This is an optimization exercise on Yosys and OpenROAD, whose aim is small area and a short achievable clock period, not a production implementation. Only simulation tests tie the RTL to the original design; equivalence was not proved. No activity file was given, so power comes from the tool's default toggle rates.

==> flow/design.v <==
module alu(
    input add, input f_and, input f_or, input f_not, input f_xor, input pass,
    input cin,
    input [31:0] A,
    input [31:0] B,
    output [31:0] result
    );
wire [31:0] p = A ^ B;
wire [31:0] g0 = A & B;
reg [31:0] G, P;
integer l, i, j;
always @(*) begin
    G = g0;
    P = p;
    G[0] = g0[0] | (p[0] & cin);
    for (l = 0; l < 5; l = l + 1)
        for (i = 0; i < 32; i = i + 1)
            if (i[l]) begin
                j = ((i >> l) << l) - 1;
                G[i] = G[i] | (P[i] & G[j]);
                P[i] = P[i] & P[j];
            end
end
wire [31:0] c = {G[30:0], cin};
wire [31:0] sum = p ^ c;
assign result = ({32{add}} & sum)
              | ({32{f_and}} & g0)
              | ({32{f_or}} & (A | B))
              | ({32{f_not}} & ~A)
              | ({32{f_xor}} & p)
              | ({32{pass}} & B);
endmodule
module shifter #(parameter LEVELS = 5) (
    input [31:0] in,
    input [LEVELS-1:0] l,
    input [LEVELS-1:0] r,
    output [31:0] out
    );
reg [31:0] s;
integer k;
always @(*) begin
    s = in;
    for (k = 0; k < LEVELS; k = k + 1)
        s = (s & {32{~(l[k] | r[k])}}) | ((s << (1 << k)) & {32{l[k]}}) | ((s >> (1 << k)) & {32{r[k]}});
end
assign out = s;
endmodule
module registerfile
  (input clk,
   input write,
   input [3:0] wrAddr,
   input [31:0] wrData,
   input [15:0] selm,
   output [31:0] rdDatam,
   input [15:0] seln,
   output [31:0] rdDatan);
   reg [511:0] rf;
   genvar r;
   generate
      for (r = 0; r < 16; r = r + 1) begin : g_reg
         wire we = write & (wrAddr == r);
         always @(posedge clk)
            rf[32*r +: 32] <= (rf[32*r +: 32] & {32{~we}}) | (wrData & {32{we}});
      end
   endgenerate
   reg [31:0] m, n;
   integer k;
   always @(*) begin
      m = 32'd0;
      n = 32'd0;
      for (k = 0; k < 16; k = k + 1) begin
         m = m | (rf[32*k +: 32] & {32{selm[k]}});
         n = n | (rf[32*k +: 32] & {32{seln[k]}});
      end
   end
   assign rdDatam = m;
   assign rdDatan = n;
endmodule
module processor(
    input clk,
    input rst,
    output [31:0] imem_addr,
    input [31:0] imem_rdata,
    output dmem_en,
    output dmem_we,
    output [31:0] dmem_addr,
    output [31:0] dmem_wdata,
    input [31:0] dmem_rdata,
    output wb_en,
    output [3:0] wb_addr,
    output [31:0] wb_data
    );
reg [31:0] ia;       
reg [31:0] f_ir, d_ir;
reg f_v, d_v;
reg [15:0] d_selm;           
reg d_useimm;                
reg [4:0] d_shl, d_shr;   
reg [31:0] e_A, e_B;
reg [2:0] e_op;
reg e_zupd, e_wen, e_men, e_we, e_sub;
reg e_l4, e_r4;    
reg [3:0] e_rd;
reg br;      
reg z;       
reg [31:0] m_A, m_B;
reg m_add, m_and, m_or, m_not, m_xor, m_pass, m_cin;
reg m_wen, m_en, m_we, m_ld;
reg [3:0] m_rd;
reg [31:0] w_data;
reg [3:0] w_rd;
reg w_en;
assign imem_addr = ia;
wire [5:0] f_opc = f_ir[29:24];
wire f_useimm = f_ir[31] | (f_opc == 6'b100100);
always @(posedge clk) begin
    f_ir <= imem_rdata;
    d_ir <= f_ir;
    f_v <= ~rst;
    d_v <= ~rst & f_v & ~br;
    d_useimm <= f_useimm;
    d_selm <= f_useimm ? 16'd0 : (16'd1 << f_ir[3:0]);
    d_shl <= f_ir[14:10] & {5{~f_useimm &  f_ir[15]}};
    d_shr <= f_ir[14:10] & {5{~f_useimm & ~f_ir[15]}};
end
wire       d_S   = d_ir[30];
wire [5:0] d_opc = d_ir[29:24];
wire [3:0] d_rn  = d_ir[23:20];
wire d_mem = d_opc[5] & d_opc[4];
wire d_ls  = d_ir[27];
wire d_regw = ~(d_mem & ~d_ls);
wire [3:0] d_rd = (d_opc[5] | d_opc[4]) ? d_rn : d_ir[19:16];
wire d_beq = (d_opc == 6'b100100);
wire d_flag = (d_opc == 6'b000110) | (d_opc == 6'b001001) | (d_opc == 6'b011101);
reg [2:0] d_op;
always @(*) begin
    case (d_opc)
    6'b000110: d_op = 3'd0;
    6'b001001: d_op = 3'd1;
    6'b011101: d_op = 3'd1;
    6'b001011: d_op = 3'd2;
    6'b001010: d_op = 3'd3;
    6'b001100: d_op = 3'd4;
    6'b001110: d_op = 3'd5;
    6'b011100: d_op = 3'd6;
    6'b100100: d_op = 3'd6;
    default:   d_op = 3'd7;
    endcase
end
wire [31:0] rf_n, rf_m;
registerfile RegFile(clk, w_en, w_rd, w_data, d_selm, rf_m, 16'd1 << d_rn, rf_n);
wire [31:0] d_imm = {d_beq ? 8'd0 : {8{d_ir[15]}},
                     d_beq ? d_ir[23:16] : {8{d_ir[15]}},
                     d_ir[15:0]};
wire [31:0] d_Bs;
shifter #(4) sft(rf_m, d_shl[3:0], d_shr[3:0], d_Bs);
wire d_go = ~rst & d_v & ~br;
always @(posedge clk) begin
    e_A <= rf_n;
    e_B <= d_Bs | (d_imm & {32{d_useimm}});
    e_op <= d_op;
    e_sub <= (d_op == 3'd1);
    e_l4 <= d_shl[4];
    e_r4 <= d_shr[4];
    e_rd <= d_rd;
    e_zupd <= d_go & d_S & d_flag;
    e_wen <= d_go & d_regw;
    e_men <= d_go & d_mem;
    e_we <= d_go & d_mem & ~d_ls;
end
wire [31:0] e_Bs = (e_B & {32{~(e_l4 | e_r4)}}) | ((e_B << 16) & {32{e_l4}}) | ((e_B >> 16) & {32{e_r4}});
wire [31:0] e_y = e_Bs ^ {32{e_sub}};
wire [31:0] e_cin = {e_A[30:0] | e_y[30:0], e_sub};
wire e_zero = ((e_A ^ e_y) == e_cin);
wire e_znext = e_zupd ? e_zero : z;
wire br_next = d_go & d_beq & e_znext;
always @(posedge clk) begin
    if (rst) z <= 1'b0;
    else     z <= e_znext;
    br <= br_next;
    if (br_next)
        ia <= {8'd0, d_ir[23:0]};
    else if (rst)
        ia <= 32'd0;
    else
        ia <= ia + 32'd1;
end
always @(posedge clk) begin
    m_A <= e_A;
    m_B <= e_y;
    m_add <= (e_op == 3'd0) | (e_op == 3'd1);
    m_and <= (e_op == 3'd2);
    m_or <= (e_op == 3'd3);
    m_not <= (e_op == 3'd4);
    m_xor <= (e_op == 3'd5);
    m_pass <= (e_op == 3'd6);
    m_cin <= e_sub;
    m_rd <= e_rd;
    m_wen <= ~rst & e_wen & ~br;
    m_en <= ~rst & e_men;
    m_we <= ~rst & e_we;
    m_ld <= e_men & ~e_we;
end
assign dmem_en = m_en;
assign dmem_we = m_we;
assign dmem_addr = m_B;
assign dmem_wdata = m_A;
wire [31:0] m_res;
alu exec(m_add, m_and, m_or, m_not, m_xor, m_pass, m_cin, m_A, m_B, m_res);
always @(posedge clk) begin
    w_data <= m_res | (dmem_rdata & {32{m_ld}});
    w_rd <= m_rd;
    w_en <= ~rst & m_wen;
end
assign wb_en = w_en;
assign wb_addr = w_rd;
assign wb_data = w_data;
endmodule
clock: 7.5 ns
lec_check: 0
abc_area: 1
cap_margin: 20
core_margin: 2
core_utilization: 50
cts_cluster_diameter: 100
cts_cluster_size: 24
setup_slack_margin: 4.0
slew_margin: 20
standard.sh (not shown) runs the stock make flow with config.mk's settings and CLKGATE_MAP_FILE= SYNTH_SCRIPT=/design/flow/synth_recipe.tcl, a recipe that flattens the netlist after the stock synthesis.
==> flow/flow/run.sh <==
#!/bin/bash
# The standard layout (standard.sh, all of its steps) with two changes
# passed to the ORFS scripts through their environment:
#  - the port buffers that buffer_ports inserts are buf_1 cells
#  - clock tree synthesis inserts no dummy loads
# make's output goes to make.log; each ORFS step keeps its own log under orfs/logs.
set -euo pipefail
export BUFFER_PORTS_ARGS="-buffer_cell sky130_fd_sc_hd__buf_1"
export CTS_ARGS="-sink_clustering_enable -repair_clock_nets -sink_clustering_size 24 -sink_clustering_max_diameter 100 -dont_use_dummy_load"
bash standard.sh > make.log 2>&1
==> next run, changes <==
--- a/flow/design.v
+++ b/flow/design.v
@@ -92,9 +92,9 @@
     );
 reg [31:0] ia;       
 reg [31:0] f_ir, d_ir;
 reg f_v, d_v;
-reg [15:0] d_selm;           
+reg [15:0] d_seln, d_selm;   
 reg d_useimm;                
 reg [4:0] d_shl, d_shr;   
 reg [31:0] e_A, e_B;
 reg [2:0] e_op;
@@ -118,8 +118,9 @@
     d_ir <= f_ir;
     f_v <= ~rst;
     d_v <= ~rst & f_v & ~br;
     d_useimm <= f_useimm;
+    d_seln <= 16'd1 << f_ir[23:20];
     d_selm <= f_useimm ? 16'd0 : (16'd1 << f_ir[3:0]);
     d_shl <= f_ir[14:10] & {5{~f_useimm &  f_ir[15]}};
     d_shr <= f_ir[14:10] & {5{~f_useimm & ~f_ir[15]}};
 end
@@ -147,9 +148,9 @@
     default:   d_op = 3'd7;
     endcase
 end
 wire [31:0] rf_n, rf_m;
-registerfile RegFile(clk, w_en, w_rd, w_data, d_selm, rf_m, 16'd1 << d_rn, rf_n);
+registerfile RegFile(clk, w_en, w_rd, w_data, d_selm, rf_m, d_seln, rf_n);
 wire [31:0] d_imm = {d_beq ? 8'd0 : {8{d_ir[15]}},
                      d_beq ? d_ir[23:16] : {8{d_ir[15]}},
                      d_ir[15:0]};
 wire [31:0] d_Bs;
=> The new run went through all stages and came out clean; utilization shrinks by 0.22 points; worst setup slack loses 0.064 ns; sequential power goes up by about 2%; non-clock buffer count stays the same; area after synthesis went up by 1.6%; clock skew shrinks by 0.037 ns; power increases by about 2.2%; wire length climbs by about 0.43%; fmax is lower by about 1.9%; cell area rises by 1.3%; global-route usage came out lower by 0.34 points; worst hold slack loses 0.0089 ns; via count rose by 2.3%; sequential share of layout area rose by 0.12 points.

==> static timing again, ports no longer ideal <==
The flow's constraints put no driver on any port. The routed layouts listed below were extracted and timed again, unchanged, in two steps. Step 1: set_driving_cell puts a clkbuf_16 on clk and a buf_2 on each other input, an assumption about the parent block. Step 2 times the ports against the registers' clock, not the clock port: input delays grow and output delays shrink by t, the midpoint of the rising clock arrivals with the driver on. a / b / c = ideal / step 1 / step 2; a / b = the first two.
run | t (ns) | slack for setup (ns) | hold WS [ns] | clock arrival spread, ns | worst data-port slew with drivers (ns)
the first run | 0.660 | 4.143 / 4.120 / 4.143 | 0.333 / 0.333 / 0.333 | 0.083 / 0.083 | 0.06
the second run | 0.670 | 4.079 / 4.008 / 4.111 | 0.324 / 0.324 / 0.324 | 0.049 / 0.049 | 0.06
After both steps setup and hold are still met in every run listed.
